From an optimization exercise on the open Yosys and OpenROAD flow, aimed at small area; shortcuts taken in it are not production practice. In this exercise RTL edits were held to simulation tests only and were not proved equivalent to the original. Power figures rest on the tool's default switching activity, not on a simulated workload.

## design/flow/flow/run.sh

```bash
#!/bin/bash
set -euo pipefail
export BUFFER_PORTS_ARGS="-buffer_cell sky130_fd_sc_hd__buf_1"
export CTS_ARGS="-sink_clustering_enable -repair_clock_nets -dont_use_dummy_load -sink_clustering_size 10 -sink_clustering_max_diameter 50 -buf_list sky130_fd_sc_hd__clkbuf_4"
bash standard.sh > standard.log 2>&1
```

## design/flow/standard.sh

```bash
#!/bin/bash
# synth_recipe.tcl (not shown) runs the flow's synth.tcl, then flattens the netlist and writes it again
# the make line also repeats each setting of config.mk as NAME=value (left out here)
make -C /OpenROAD-flow-scripts/flow DESIGN_CONFIG=/design/flow/config.mk WORK_HOME=/design/flow/orfs CLKGATE_MAP_FILE= SYNTH_SCRIPT=/design/flow/synth_recipe.tcl "${@:-finish}"
```

## design/flow/config.mk

```make
export PLATFORM = sky130hd
export DESIGN_NAME = PEArray1
export DESIGN_NICKNAME = PEArray1
export VERILOG_FILES = /design/flow/design.v
export SDC_FILE = /design/flow/constraint.sdc
export NUM_CORES = 4
export LEC_CHECK = 0
export CAP_MARGIN = 20
export CORE_MARGIN = 2
export CORE_UTILIZATION = 40
export SLEW_MARGIN = 20
export SYNTH_HIERARCHICAL = 1
export SYNTH_MINIMUM_KEEP_SIZE = 0
```

## design/flow/constraint.sdc

```tcl
create_clock -name core_clock -period 5.0 [get_ports {clk}]
set_input_delay 1.0000 -clock core_clock [delete_from_list [all_inputs] [get_ports {clk}]]
set_output_delay 1.0000 -clock core_clock [all_outputs]
set_load 0.01 [all_outputs]
```

## design/flow/design.v

```verilog
module PE_fa (input logic x, y, z, output logic s, co);
  assign s = x ^ y ^ z;
  assign co = (x & y) | (x & z) | (y & z);
endmodule
module PE_xor (input logic x, y, output logic s);
  assign s = x ^ y;
endmodule
module PE_nor (input logic x, y, output logic s);
  assign s = ~(x | y);
endmodule
module PE_ornb (input logic x, y, output logic s);
  assign s = x | ~y;
endmodule
module PE_x #(parameter INV = 0, COINV = 0) (
  input logic x, y, rst, rstn,
  output logic d
);
  if (COINV) begin : n
    assign d = ~(rstn & (x ^ y ^ INV[0]));
  end else begin : p
    assign d = ~rst & (x ^ y ^ INV[0]);
  end
endmodule
module PE #(parameter AR = 1, CINV = 0, COINV = 0) (
  input logic clk, rst, rstn, ld, hd,
  input logic [7:0] a_in, b_in, c_in,
  output logic [7:0] a, b, c
);
  logic [7:0] d, nc;
  logic p1, p2, p3, p4, p5, p6, p7, p8, p9, p10, p11, p12, p13, p14, p15, p16, p17, p18, p19, p20, p21, p22, p23, p24, p25, p26, p27, p28, p29, p30, p31, p32, p33, p34, p35, p36, f37, s38, k39, f40, s41, k42, s43, k44, f45, s46, k47, s48, k49, s50, k51, f52, s53, k54, s55, k56, s57, k58, s59, k60, f61, s62, k63, s64, k65, s66, k67, s68, k69, s70, k71, f72, s73, k74, s75, k76, s77, k78, s79, k80, s81, k82, s83, k84, f85, x86, x87, x88, x89, x90, x91, x92, x93, x94, x95, x96, x97, x98, x99;
  always_ff @(posedge clk) begin
    if (AR) a <= rst ? 8'd0 : a_in;
    else    a <= a_in;
    b <= ({8{ld}} & b_in) | ({8{hd}} & b);
    c <= d;
  end
  assign nc = CINV ? c_in : ~c_in;
  assign p1 = ~(a[0] & b[0]);
  assign p2 = ~(a[0] & b[1]);
  assign p3 = ~(a[1] & b[0]);
  assign p4 = ~(a[0] & b[2]);
  assign p5 = ~(a[1] & b[1]);
  assign p6 = ~(a[2] & b[0]);
  assign p7 = ~(a[0] & b[3]);
  assign p8 = ~(a[1] & b[2]);
  assign p9 = ~(a[2] & b[1]);
  assign p10 = ~(a[3] & b[0]);
  assign p11 = ~(a[0] & b[4]);
  assign p12 = ~(a[1] & b[3]);
  assign p13 = ~(a[2] & b[2]);
  assign p14 = ~(a[3] & b[1]);
  assign p15 = ~(a[4] & b[0]);
  assign p16 = ~(a[0] & b[5]);
  assign p17 = ~(a[1] & b[4]);
  assign p18 = ~(a[2] & b[3]);
  assign p19 = ~(a[3] & b[2]);
  assign p20 = ~(a[4] & b[1]);
  assign p21 = ~(a[5] & b[0]);
  assign p22 = ~(a[0] & b[6]);
  assign p23 = ~(a[1] & b[5]);
  assign p24 = ~(a[2] & b[4]);
  assign p25 = ~(a[3] & b[3]);
  assign p26 = ~(a[4] & b[2]);
  assign p27 = ~(a[5] & b[1]);
  assign p28 = ~(a[6] & b[0]);
  assign p29 = ~(a[0] & b[7]);
  assign p30 = ~(a[1] & b[6]);
  assign p31 = ~(a[2] & b[5]);
  assign p32 = ~(a[3] & b[4]);
  assign p33 = ~(a[4] & b[3]);
  assign p34 = ~(a[5] & b[2]);
  assign p35 = ~(a[6] & b[1]);
  assign p36 = ~(a[7] & b[0]);
  PE_x #(.INV(0), .COINV(COINV)) x0 (.x(nc[0]), .y(p1), .rst(rst), .rstn(rstn), .d(d[0]));
  PE_nor uf37 (.x(nc[0]), .y(p1), .s(f37));
  PE_fa f39 (.x(nc[1]), .y(p2), .z(p3), .s(s38), .co(k39));
  PE_x #(.INV(1), .COINV(COINV)) x1 (.x(s38), .y(f37), .rst(rst), .rstn(rstn), .d(d[1]));
  PE_ornb uf40 (.x(s38), .y(f37), .s(f40));
  PE_fa f42 (.x(nc[2]), .y(p4), .z(p5), .s(s41), .co(k42));
  PE_fa f44 (.x(p6), .y(k39), .z(s41), .s(s43), .co(k44));
  PE_x #(.INV(0), .COINV(COINV)) x2 (.x(s43), .y(f40), .rst(rst), .rstn(rstn), .d(d[2]));
  PE_nor uf45 (.x(s43), .y(f40), .s(f45));
  PE_fa f47 (.x(nc[3]), .y(p10), .z(p7), .s(s46), .co(k47));
  PE_fa f49 (.x(p8), .y(p9), .z(k42), .s(s48), .co(k49));
  PE_fa f51 (.x(s46), .y(k44), .z(s48), .s(s50), .co(k51));
  PE_x #(.INV(1), .COINV(COINV)) x3 (.x(s50), .y(f45), .rst(rst), .rstn(rstn), .d(d[3]));
  PE_ornb uf52 (.x(s50), .y(f45), .s(f52));
  PE_fa f54 (.x(nc[4]), .y(p11), .z(p12), .s(s53), .co(k54));
  PE_fa f56 (.x(p13), .y(p14), .z(p15), .s(s55), .co(k56));
  PE_fa f58 (.x(k47), .y(s53), .z(s55), .s(s57), .co(k58));
  PE_fa f60 (.x(k49), .y(s57), .z(k51), .s(s59), .co(k60));
  PE_x #(.INV(0), .COINV(COINV)) x4 (.x(s59), .y(f52), .rst(rst), .rstn(rstn), .d(d[4]));
  PE_nor uf61 (.x(s59), .y(f52), .s(f61));
  PE_fa f63 (.x(nc[5]), .y(p16), .z(p17), .s(s62), .co(k63));
  PE_fa f65 (.x(p18), .y(p19), .z(p20), .s(s64), .co(k65));
  PE_fa f67 (.x(p21), .y(k54), .z(k56), .s(s66), .co(k67));
  PE_fa f69 (.x(s62), .y(s64), .z(k58), .s(s68), .co(k69));
  PE_fa f71 (.x(s66), .y(s68), .z(k60), .s(s70), .co(k71));
  PE_x #(.INV(1), .COINV(COINV)) x5 (.x(s70), .y(f61), .rst(rst), .rstn(rstn), .d(d[5]));
  PE_ornb uf72 (.x(s70), .y(f61), .s(f72));
  PE_fa f74 (.x(nc[6]), .y(p22), .z(p23), .s(s73), .co(k74));
  PE_fa f76 (.x(p24), .y(p25), .z(p26), .s(s75), .co(k76));
  PE_fa f78 (.x(p27), .y(p28), .z(k63), .s(s77), .co(k78));
  PE_fa f80 (.x(k65), .y(s73), .z(s75), .s(s79), .co(k80));
  PE_fa f82 (.x(k67), .y(s77), .z(s79), .s(s81), .co(k82));
  PE_fa f84 (.x(k69), .y(s81), .z(k71), .s(s83), .co(k84));
  PE_x #(.INV(0), .COINV(COINV)) x6 (.x(s83), .y(f72), .rst(rst), .rstn(rstn), .d(d[6]));
  PE_nor uf85 (.x(s83), .y(f72), .s(f85));
  PE_xor ux86 (.x(nc[7]), .y(p29), .s(x86));
  PE_xor ux87 (.x(p30), .y(p31), .s(x87));
  PE_xor ux88 (.x(p32), .y(p33), .s(x88));
  PE_xor ux89 (.x(p34), .y(p35), .s(x89));
  PE_xor ux90 (.x(p36), .y(x86), .s(x90));
  PE_xor ux91 (.x(x87), .y(x88), .s(x91));
  PE_xor ux92 (.x(x89), .y(x90), .s(x92));
  PE_xor ux93 (.x(x91), .y(k74), .s(x93));
  PE_xor ux94 (.x(k76), .y(x92), .s(x94));
  PE_xor ux95 (.x(x93), .y(x94), .s(x95));
  PE_xor ux96 (.x(k78), .y(k80), .s(x96));
  PE_xor ux97 (.x(x95), .y(x96), .s(x97));
  PE_xor ux98 (.x(x97), .y(k82), .s(x98));
  PE_xor ux99 (.x(x98), .y(k84), .s(x99));
  PE_x #(.INV(1), .COINV(COINV)) x7 (.x(f85), .y(x99), .rst(rst), .rstn(rstn), .d(d[7]));
endmodule
module PEArray1 #(
    parameter W = 8,
    parameter N = 4
)(
    input logic clk, rst, stationaryCtrl,
    input logic [N-1:0][W-1:0] a_in,
    input logic [N-1:0][W-1:0] b_in,
    input logic [N-1:0][W-1:0] c_in,
    output logic [N-1:0][W-1:0] c_out
);
    logic [N-1:0][N-1:0][W-1:0] a, b, c;
    logic rstn, ld, hd;
    assign rstn = ~rst;
    assign ld = stationaryCtrl & ~rst;
    assign hd = ~stationaryCtrl & ~rst;
    genvar i, j;
    for (i = 0; i < N; i++) begin : row
        for (j = 0; j < N; j++) begin : col
            PE #(.AR(i + j <= 2), .CINV(j != 0), .COINV(j != N - 1)) pe (
                .clk(clk), .rst(rst), .rstn(rstn), .ld(ld), .hd(hd),
                .a_in(i == 0 ? a_in[j] : a[i == 0 ? 0 : i - 1][j]),
                .b_in(j == 0 ? b_in[i] : b[i][j == 0 ? 0 : j - 1]),
                .c_in(j == 0 ? c_in[i] : c[i][j == 0 ? 0 : j - 1]),
                .a(a[i][j]), .b(b[i][j]), .c(c[i][j]));
        end
        assign c_out[i] = c[i][N-1];
    end
endmodule
```

==> results of run 1 <==
[modules after synthesis, one instance, submodules excluded, excerpt]
module / copies in the design / area [sq um] / cells
PE_nor: 64 / 3.754 / 1
PE_fa: 336 / 20.02 / 1
PE_ornb: 48 / 6.256 / 1
PEArray1: 1 / 13.76 / 3
PE_xor: 224 / 8.758 / 1
[power by group through the flow]
stage                     Clock [W]  Sequential (W)  Combinational (W)
final                       0.00148         0.00340           0.000779
after global routing        0.00169         0.00343           0.000892
after CTS                   0.00158         0.00341           0.000795
after detailed placement          0         0.00348           0.000794
after global placement            0         0.00348           0.000772
after floorplan                   0         0.00338           0.000664
[cell usage in the layout (no fill, tap or decap)]
master      n
nand2_1   672
dfxtp_1   384
fa_1      336
xor2_1    288
buf_1     129
a22o_1    128
nor2_1     96
xnor2_1    64
clkbuf_4   52
nand2b_1   48
inv_1      32
nor2b_1    30
and2b_1    18
buf_4       7
diode_2     3
inv_2       1
nor2_4      1
nor2b_4     1
buf_12      1
[worst max-delay path by stage]
| stage | start | endpoint | slack, ns |
|---|---|---|---|
| 6_report | row[1].col[0].pe.b[1] | row[1].col[0].pe.c[7] | 1.02 |
| 5_1_grt | row[0].col[3].pe.a[0] | row[0].col[3].pe.c[7] | 0.80 |
| 4_1_cts | row[1].col[0].pe.a[0] | row[1].col[0].pe.c[7] | 0.98 |
| 3_5_place_dp | c_in[10] | row[1].col[0].pe.c[7] | 0.61 |
| 3_3_place_gp | c_in[17] | row[2].col[0].pe.c[7] | 0.65 |
| 2_1_floorplan | c_in[2] | row[0].col[0].pe.c[7] | 0.83 |
[cell type report]
type | instances | area, sq um
inverters | 33 | 123.9
multi-input cells | 1682 | 14460
flip-flops and latches | 384 | 7687
diodes | 3 | 7.507
fillers | 5431 | 32100
clock buffers | 51 | 382.9
repair buffers | 138 | 564.3
well taps | 756 | 945.9
[per-layer routing]
layer	up-vias	share of wire	GRT usage
li1	6959	-	-
met5	-	0	0
met4	0	0.027	0.05537
met3	89	0.047	0.03113
met1	7075	0.45	0.2145
met2	326	0.48	0.2765
[critical path: stages (launching register included)]
cell	delay, ns
dfxtp_1	0.58
nand2_1	0.13
fa_1	0.51
fa_1	0.43
fa_1	0.48
fa_1	0.45
fa_1	0.43
fa_1	0.49
nor2_1	0.14
xnor2_1	0.13
nand2_1	0.06
[flip-flops by register name, summed over array words and instances (netlist names)]
name	cells
row.col.pe.a	128
row.col.pe.b	128
row.col.pe.c	128
[stage by stage]
stage          total power, W  utilization
3_5_place_dp         0.004271       0.4226
3_3_place_gp         0.004247       0.4226
5_1_grt              0.006013       0.4295
6_report             0.005659       0.4295
4_1_cts              0.005778       0.4294
2_1_floorplan        0.004048            -
[cells by family after synthesis]
group	count (synthesis)
and+or+nand+nor	866
DFF	384
xor gates and xnor gates	352
adders and majority gates	336
AOI/OAI and AO/OA	128
buffers and inverters	113
==> results.ini, run 1 <==
[sta]
rsz0062_at_grt = no
fin_tns_setup_ns = 0
holdWs_ns = 0.2851
clock_skew_ns = 0.05579
slew_headroom = 0.3023
layout_setup_ws_ns = 1.017
finalCritPeriodShare = 0.7966
setup_viol = 0
fin_crit_ns = 3.983
slew_violations = 0
hold_viol = 0
fmax_mhz = 251.1
tightestPinTransition_ns = 1.044

[global_routing]
grt-ovfl-total = 0
grt_pass1_wl_microns = 79430
track_usage = 0.1650
first_global_vias = 15550
antenna_found_initial = 2
grt_max_degree = 129

[critical_path]
critPathKind = register to register
r2r_cells = 10
rrSetupSlack_ns = 1.02
r2r_end = row[1].col[0].pe.c[7]
endpoint_kind = register
worstPathArrival_ns = 4.67
cp.required_ns = 5.69
cp_max_fo = 9
start_kind = register
reg2reg_from = row[1].col[0].pe.b[1]

[job]
max_cap_viol_count = 0

[synth]
synth-simple-area-share = 0.1545
synthArstFlopShare = 0
synthTopCellsByArea = dfxtp_1 34%, fa_1 30%, nand2_1 11%
synth_top_family_by_area = adder cells
syn_area_per_cell_sq_um = 10.44
ys_seq_elements = 384
synth-compound-area-share = 0.04926
ys.flop_type = dfxtp_1
seq_area_frac_synth = 0.3378
ys_types = 13
synthAdderAreaFrac = 0.2956
synth.yosys.warnings = 11
postSynthCellCount = 2179
syn_nets = 2614
synth-xor-area-share = 0.1355
synth_commonest_cells = 672 x nand2_1, 384 x dfxtp_1, 336 x fa_1, 288 x xor2_1, 128 x a22o_1
synth.most_common_cell = nand2_1
mappedNetlistArea_sq_um = 22760
synthMuxAreaShare = 0
synth-edff-count = 0
yosys.area.top_type_share = 0.3378
yosysTopAreaCell = dfxtp_1

[floorplanning]
core-area_sq_um = 56280
fp.dieH_microns = 242.5
die_area_sq_um = 58820
die_width_microns = 242.5
initial_core_util = 0.4044
row_count = 87
pin_count = 131

[worst_hold_path]
hold_start = a_in[24]
hold_path_end = row[0].col[3].pe.a[0]
hold_class = input port to register
hold_depth = 1

[power]
p_sw_w = 0.001601
seqPwrFrac = 0.601
p_leak_nw = 6.718
pwr-share-comb = 0.138
clockPowerShare = 0.261
powerDensity_nw_per_um2 = 234.1
switching_share = 0.2829
vdd_drop_max_v = 0.0001373
internal_power_w = 0.004058

[placed_design]
portBuffers = 130
hpwl_microns = 36300
gp_congestion = 0.8529
dpl_cell_area_sq_um = 23780
dp_slack_ns = 0.6107
place_inst = 2993

[clock_tree]
clock_tree.root_cell = clkbuf_4
htreeDepth = 2
post-cts-setup-buffer-count = 0
path_clk_slew_ns = 0.10
clockBufferDepth = 3
cts.repair.resized = 0
worstSkewPairLatency_ns = 0.81
cts.sinks = 384
cts_tree = done
holdBufCountCts = 0
cts_buffers = 51

[layout]
drive_above_1_share = 0.02753
area_delta_synth_final_pct = 6.218
num-nets-final = 2725
layoutNonFillerInstCount = 3047
fin_area_sq_um = 24170

[routing]
route.detailed.drc = 0
drt_iter0_drc = 685
wl_per_cell_microns = 15.66
vias = 14450
dr.pass1.iters = 5
detail-route-antenna-nets = 0
routed_wl_microns = 47710
viasPerCell = 4.742

[run_status]
status = complete, no violations

==> run 2: changes to the inputs <==
==> design/flow/run.sh (new file) <==
#!/bin/bash
# synth_recipe.tcl (not shown) runs the flow's synth.tcl, then flattens the netlist and writes it again
# the make line also repeats each setting of config.mk as NAME=value (left out here)
make -C /OpenROAD-flow-scripts/flow DESIGN_CONFIG=/design/flow/config.mk WORK_HOME=/design/flow/orfs CLKGATE_MAP_FILE= SYNTH_SCRIPT=/design/flow/synth_recipe.tcl finish
removed: design/flow/flow/run.sh
removed: design/flow/standard.sh
==> run 2 against run 1 <==
Effect of this change: design area up 8.2%; largest power group is now clock; register-to-register slack about the same; power grew 36%; critical path type is now input port to register.
==> results.ini, run 2 <==
[layout]
final_common_cell = nand2_1
num-nets-final = 2717
fillers = 5293
drive_above_1_share = 0.03756
area_delta_synth_final_pct = 14.93
ff_latch_area_sq_um = 7687
layoutNonFillerInstCount = 3072
most-common-layout-cells = 672 x nand2_1, 384 x dfxtp_1, 336 x fa_1
multiInputGateArea_sq_um = 14460
diodes = 0
fin_area_sq_um = 26160
reg_top3 = row.col.pe.a (128), row.col.pe.b (128), row.col.pe.c (128)

[routing]
route.detailed.drc = 0
drt_iter0_drc = 621
viasPerCell = 4.671
vias = 14350
detail-route-antenna-nets = 0
wl_per_cell_microns = 15.63
routed_wl_microns = 48020
dr.pass1.iters = 6

[power]
switching_share = 0.2467
vdd_drop_max_v = 0.0001981
internal_power_w = 0.005790
p_sw_w = 0.001896
powerDensity_nw_per_um2 = 293.9
seqPwrFrac = 0.444
clockPowerShare = 0.447
p_leak_nw = 7.582
pwr-share-comb = 0.109

[placed_design]
gp_congestion = 0.8476
hpwl_microns = 36270
dpl_cell_area_sq_um = 24590
place_inst = 2991
portBuffers = 130
dp_slack_ns = 0.2280

[synth]
ys.flop_type = dfxtp_1
synthTopCellsByArea = dfxtp_1 34%, fa_1 30%, nand2_1 11%
postSynthCellCount = 2179
mappedNetlistArea_sq_um = 22760
syn_area_per_cell_sq_um = 10.44
synth-edff-count = 0
synth_commonest_cells = 672 x nand2_1, 384 x dfxtp_1, 336 x fa_1, 288 x xor2_1, 128 x a22o_1
synthArstFlopShare = 0
seq_area_frac_synth = 0.3378
ys_types = 13
synth.most_common_cell = nand2_1
yosys.area.top_type_share = 0.3378
syn_nets = 2614
ys_seq_elements = 384
synth.yosys.warnings = 11
yosysTopAreaCell = dfxtp_1

[sta]
clock_skew_ns = 0.01808
fin_tns_setup_ns = 0
slew_violations = 0
hold_viol = 0
tightestPinTransition_ns = 0.9992
rsz0062_at_grt = no
layout_setup_ws_ns = 0.8500
setup_viol = 0
fin_crit_ns = 4.150
holdWs_ns = 0.3776
fmax_mhz = 241.0
slew_headroom = 0.3339
finalCritPeriodShare = 0.8300

[clock_tree]
cts.repair.resized = 0
cts_tree = done
holdBufCountCts = 0
cts_buffers = 45
clockBufferDepth = 3
cts.sinks = 384
worstSkewPairLatency_ns = 0.57
post-cts-setup-buffer-count = 0
clock_tree.root_cell = clkbuf_16
path_clk_slew_ns = 0.06
htreeDepth = 2

[critical_path]
r2r_cells = 10
start_kind = input port
endpoint_kind = register
worstPathArrival_ns = 4.56
critPathKind = input port to register
cp_max_fo = 2
cp.required_ns = 5.41
reg2reg_from = row[1].col[1].pe.a[0]
startpoint = c_in[18]

[global_routing]
track_usage = 0.1674
grt_max_degree = 129
grt_pass1_wl_microns = 80540
grt-ovfl-total = 0
first_global_vias = 15790
antenna_found_initial = 0

[floorplanning]
row_count = 87
initial_core_util = 0.4044
die_width_microns = 242.5
fp.dieH_microns = 242.5
die_area_sq_um = 58820
core-area_sq_um = 56280
pin_count = 131

[run_status]
status = complete, no violations

[job]
max_cap_viol_count = 0

[worst_hold_path]
hold_start = row[2].col[3].pe.a[7]
hold_class = register to register
hold_depth = 0

run 2: per-stage QoR:
step,total power (W),util
after detailed placement,0.004335,0.4369
after global routing,0.008058,0.4648
final,0.007687,0.4648
after global placement,0.004312,0.4369
after floorplan,0.004048,-
after CTS,0.007816,0.4648
run 2: cells by family (layout without fill, tap and decap cells):
| logic type | count (synthesis) | count (layout) | share of synthesized area |
|---|---|---|---|
| XOR/XNOR | 352 | 352 | 0.1355 |
| flip-flops | 384 | 384 | 0.3378 |
| buffers and inverters | 113 | 250 | 0.02743 |
| adder cells (fa/ha/maj) | 336 | 336 | 0.2956 |
| AO/OA/AOI/OAI | 128 | 128 | 0.04926 |
| AND/OR/NAND/NOR | 866 | 866 | 0.1545 |
run 2: path summary, 6_finish.rpt:
kind,endpoint,slack (ns)
worst min register to register,row[3].col[3].pe.a[7],0.38
worst max-delay path,row[2].col[0].pe.c[7],0.85
worst max register to register,row[1].col[1].pe.c[7],1.01
worst min-delay path,row[3].col[3].pe.a[7],0.38
run 2: metal layers:
layer | global-route usage | vias to the layer above | routed length, microns
li1 | - | 6962 | -
met1 | 0.2159 | 7074 | 21690
met2 | 0.2894 | 232 | 23450
met3 | 0.02803 | 81 | 1779
met4 | 0.04720 | 0 | 1110
met5 | 0 | - | 0
run 2: final cells by class:
class,count,share of cell area
timing repair buffer,136,0.05233
multi-input combinational,1682,0.5529
clock buffer,57,0.04784
clock inverter,24,0.01210
inverter,33,0.004736
sequential,384,0.2939
tap,756,0.03617
run 2: power groups by stage:
stage	Sequential, W	Clock [W]	Combinational (W)
after detailed placement	0.00348	0	0.000856
after global routing	0.00343	0.00367	0.000954
after floorplan	0.00338	0	0.000664
after CTS	0.00341	0.00355	0.000858
final	0.00341	0.00344	0.000841
after global placement	0.00348	0	0.000835
run 2: per-module statistics from Yosys (local to each module, per instance), a selection:
| module | flip-flops and latches | cell area, sq um |
|---|---|---|
| PE_nor | 0 | 3.754 |
| PEArray1 | 0 | 13.76 |
| PE_fa | 0 | 20.02 |
| PE_xor | 0 | 8.758 |
| PE_ornb | 0 | 6.256 |
run 2: critical path: stages:
cell and delay (ns):
clkdlybuf4s50_1 0.45, inv_1 0.06, fa_1 0.41, fa_1 0.51, fa_1 0.43, fa_1 0.44
fa_1 0.43, fa_1 0.50, nor2_1 0.13, xnor2_1 0.13, nand2_1 0.07
==> run 3: changes to the inputs <==
==> design/flow/flow/run.sh (new file) <==
#!/bin/bash
set -euo pipefail
export BUFFER_PORTS_ARGS="-buffer_cell sky130_fd_sc_hd__buf_1"
export CTS_ARGS="-sink_clustering_enable -repair_clock_nets -dont_use_dummy_load -sink_clustering_size 9 -sink_clustering_max_diameter 40 -buf_list sky130_fd_sc_hd__clkbuf_4"
bash standard.sh > standard.log 2>&1
==> design/flow/standard.sh (new file) <==
#!/bin/bash
# synth_recipe.tcl (not shown) runs the flow's synth.tcl, then flattens the netlist and writes it again
# the make line also repeats each setting of config.mk as NAME=value (left out here)
make -C /OpenROAD-flow-scripts/flow DESIGN_CONFIG=/design/flow/config.mk WORK_HOME=/design/flow/orfs CLKGATE_MAP_FILE= SYNTH_SCRIPT=/design/flow/synth_recipe.tcl "${@:-finish}"
removed: design/flow/run.sh
==> run 3 against run 2 <==
Effect of this change: routed wire length is 0.93% lower; global-route usage decreased by 0.24 points; largest cell class unchanged; still clean; critical endpoint is now row[1].col[0].pe.c[7]; sequential share of layout area grew 2.2 points.
==> results.ini, run 3 <==
[global_routing]
first_global_vias = 15620
track_usage = 0.1650
grt_max_degree = 129
antenna_found_initial = 1
grt_pass1_wl_microns = 79010
grt-ovfl-total = 0

[run_status]
status = complete, no violations

[synth]
synthArstFlopShare = 0
ys_seq_elements = 384
ys.flop_type = dfxtp_1
synth.most_common_cell = nand2_1
yosysTopAreaCell = dfxtp_1
postSynthCellCount = 2179
seq_area_frac_synth = 0.3378
synth-simple-area-share = 0.1545
synthTopCellsByArea = dfxtp_1 34%, fa_1 30%, nand2_1 11%
synth_top_family_by_area = adder cells
yosys.area.top_type_share = 0.3378
mappedNetlistArea_sq_um = 22760
synth-compound-area-share = 0.04926
ys_types = 13
synthAdderAreaFrac = 0.2956
synth-xor-area-share = 0.1355
syn_nets = 2614
syn_area_per_cell_sq_um = 10.44
synth.yosys.warnings = 11
synth_commonest_cells = 672 x nand2_1, 384 x dfxtp_1, 336 x fa_1, 288 x xor2_1, 128 x a22o_1
synth-edff-count = 0
synthMuxAreaShare = 0

[critical_path]
critPathKind = register to register
r2r_cells = 10
cp.required_ns = 5.63
reg2reg_from = row[1].col[0].pe.a[0]
startpoint = row[1].col[0].pe.a[0]
worstPathArrival_ns = 4.60
critPathCapture = row[1].col[0].pe.c[7]
start_kind = register
r2r_end = row[1].col[0].pe.c[7]
cp_max_fo = 9
endpoint_kind = register
rrSetupSlack_ns = 1.03

[placed_design]
dpl_cell_area_sq_um = 23780
hpwl_microns = 36300
portBuffers = 130
gp_congestion = 0.8529

[clock_tree]
clockBufferDepth = 3
cts.sinks = 384
cts_buffers = 69
path_clk_slew_ns = 0.09
post-cts-setup-buffer-count = 0
cts_tree = done
htreeDepth = 3
worstSkewPairLatency_ns = 0.79
holdBufCountCts = 0
cts.repair.resized = 0
clock_tree.root_cell = clkbuf_4

[sta]
hold_viol = 0
setup_viol = 0
fin_tns_setup_ns = 0
clock_skew_ns = 0.06908
fin_crit_ns = 3.966
finalCritPeriodShare = 0.7933
slew_violations = 0
rsz0062_at_grt = no
fmax_mhz = 252.1
tightestPinTransition_ns = 1.028
slew_headroom = 0.3135

[layout]
num-nets-final = 2743
fin_area_sq_um = 24300
area_delta_synth_final_pct = 6.790
most-common-layout-cells = 672 x nand2_1, 384 x dfxtp_1, 336 x fa_1
drive_above_1_share = 0.03513
reg_top3 = row.col.pe.a (128), row.col.pe.b (128), row.col.pe.c (128)
final_common_cell = nand2_1
fillers = 5410

[worst_hold_path]
hold_class = input port to register

[job]
max_cap_viol_count = 0

[routing]
vias = 14570
route.detailed.drc = 0
detail-route-antenna-nets = 0
routed_wl_microns = 47580
viasPerCell = 4.755
wl_per_cell_microns = 15.53
dr.pass1.iters = 5
drt_iter0_drc = 613

[floorplanning]
pin_count = 131
row_count = 87
fp.dieH_microns = 242.5
die_area_sq_um = 58820
initial_core_util = 0.4044
core-area_sq_um = 56280
die_width_microns = 242.5

[power]
powerDensity_nw_per_um2 = 239.8
p_total_w = 0.005828
p_leak_nw = 6.801
vdd_drop_max_v = 0.0001232

[run 3: cell types whose count changed in the layout (fill, tap and decap cells not counted), sizes merged]
cell | before | now
buf | 7 | 137
clkinvlp | 4 | 0
diode | 0 | 1
clkdlybuf4s50 | 129 | 0
clkbuf | 57 | 70
clkinv | 13 | 0
bufinv | 7 | 0
[run 3: logic make-up after synthesis]
kind of cell    Yosys count
buf+inv                 113
xor+xnor                352
flops                   384
compound gates          128
fa+ha+maj               336
simple gates            866
[run 3: worst min path at each step]
stage | cells past startpoint | startpoint | to
after global routing | 1 | a_in[25] | row[0].col[3].pe.a[1]
after CTS | 1 | a_in[25] | row[0].col[3].pe.a[1]
final | 1 | a_in[25] | row[0].col[3].pe.a[1]
after floorplan | 0 | row[0].col[2].pe.a[0] | row[1].col[2].pe.a[0]
after global placement | 0 | row[2].col[3].pe.a[7] | row[3].col[3].pe.a[7]
after detailed placement | 0 | row[1].col[2].pe.a[7] | row[2].col[2].pe.a[7]
[run 3: layer usage]
layer  vias up  GRT usage  routed length [microns]
li1       7010          -                        -
met1      7111     0.2116                    21300
met2       351     0.2725                    22570
met3        93    0.03157                     2352
met4         0    0.07026                     1360
met5         -          0                        0
[run 3: area by class of cell]
type,count,area [sq um],share of cell area
inverters,33,123.9,0.005097
well taps,756,945.9,0.03892
flip-flops and latches,384,7687,0.3163
repair buffers,138,564.3,0.02322
multi-input cells,1682,14460,0.5950
diodes,1,2.502,0.0001030
clock buffers,69,518.0,0.02131
[run 3: worst max-delay path: stages (launching register included)]
cell and delay [ns]:
dfxtp_1 0.55, nand2_1 0.14, fa_1 0.53, fa_1 0.43
fa_1 0.48, fa_1 0.44, fa_1 0.43, fa_1 0.49
nor2_1 0.14, xnor2_1 0.13, nand2_1 0.06
[run 3: per-stage QoR]
stage               instances  setup slack, ns  hold WS (ns)  utilization
floorplan                2179           0.8293        0.3258            -
global placement         2993           0.6474        0.3880       0.4226
detailed placement       2993           0.6107        0.3889       0.4226
CTS                      3062           0.9734        0.2049       0.4318
global route             3063           0.7760        0.2359       0.4318
finish                   3063            1.034        0.3178       0.4318
[run 3: power breakdown]
part	total, W	internal [W]	switching (W)	leakage, nW
Combinational	0.000779	0.000375	0.000404	3.33
Clock	0.00164	0.000630	0.00101	0.317
Sequential	0.00341	0.00322	0.000186	3.16
[run 3: Yosys stat by module (local to each module, per instance), a selection]
module	cells	area [sq um]	flops+latches
PE_xor	1	8.758	0
PE_nor	1	3.754	0
PE_fa	1	20.02	0
PE_ornb	1	6.256	0
PEArray1	3	13.76	0

-- static timing again, ports no longer ideal --
Ports are ideal in the flow. The routed layouts listed here were re-timed in OpenROAD.
Step 1 assumes that a clkbuf_16 drives the clock port and a buf_2 every other input.
Step 2, shift: input delay + t, output delay - t, t = (earliest + latest rising clock arrival at the registers) / 2. This alone moves slack from input paths to output paths.
Three values: ideal, step 1, step 2; two values: the first two.
| run | t (ns) | slack for setup (ns) | worst register clock-pin slew, ns |
|---|---|---|---|
| run 1 | 0.826 | 1.017 / 1.017 / 0.664 | 0.12 / 0.12 |
| run 2 | 0.614 | 0.850 / 0.870 / 0.256 | 0.06 / 0.06 |
| run 3 | 0.796 | 1.034 / 1.034 / 0.658 | 0.10 / 0.10 |
After both steps setup and hold are still met in every run listed. For run 2, which loses most, drivers alone change the setup slack by +0.020 ns; drivers and shift together by -0.594 ns.
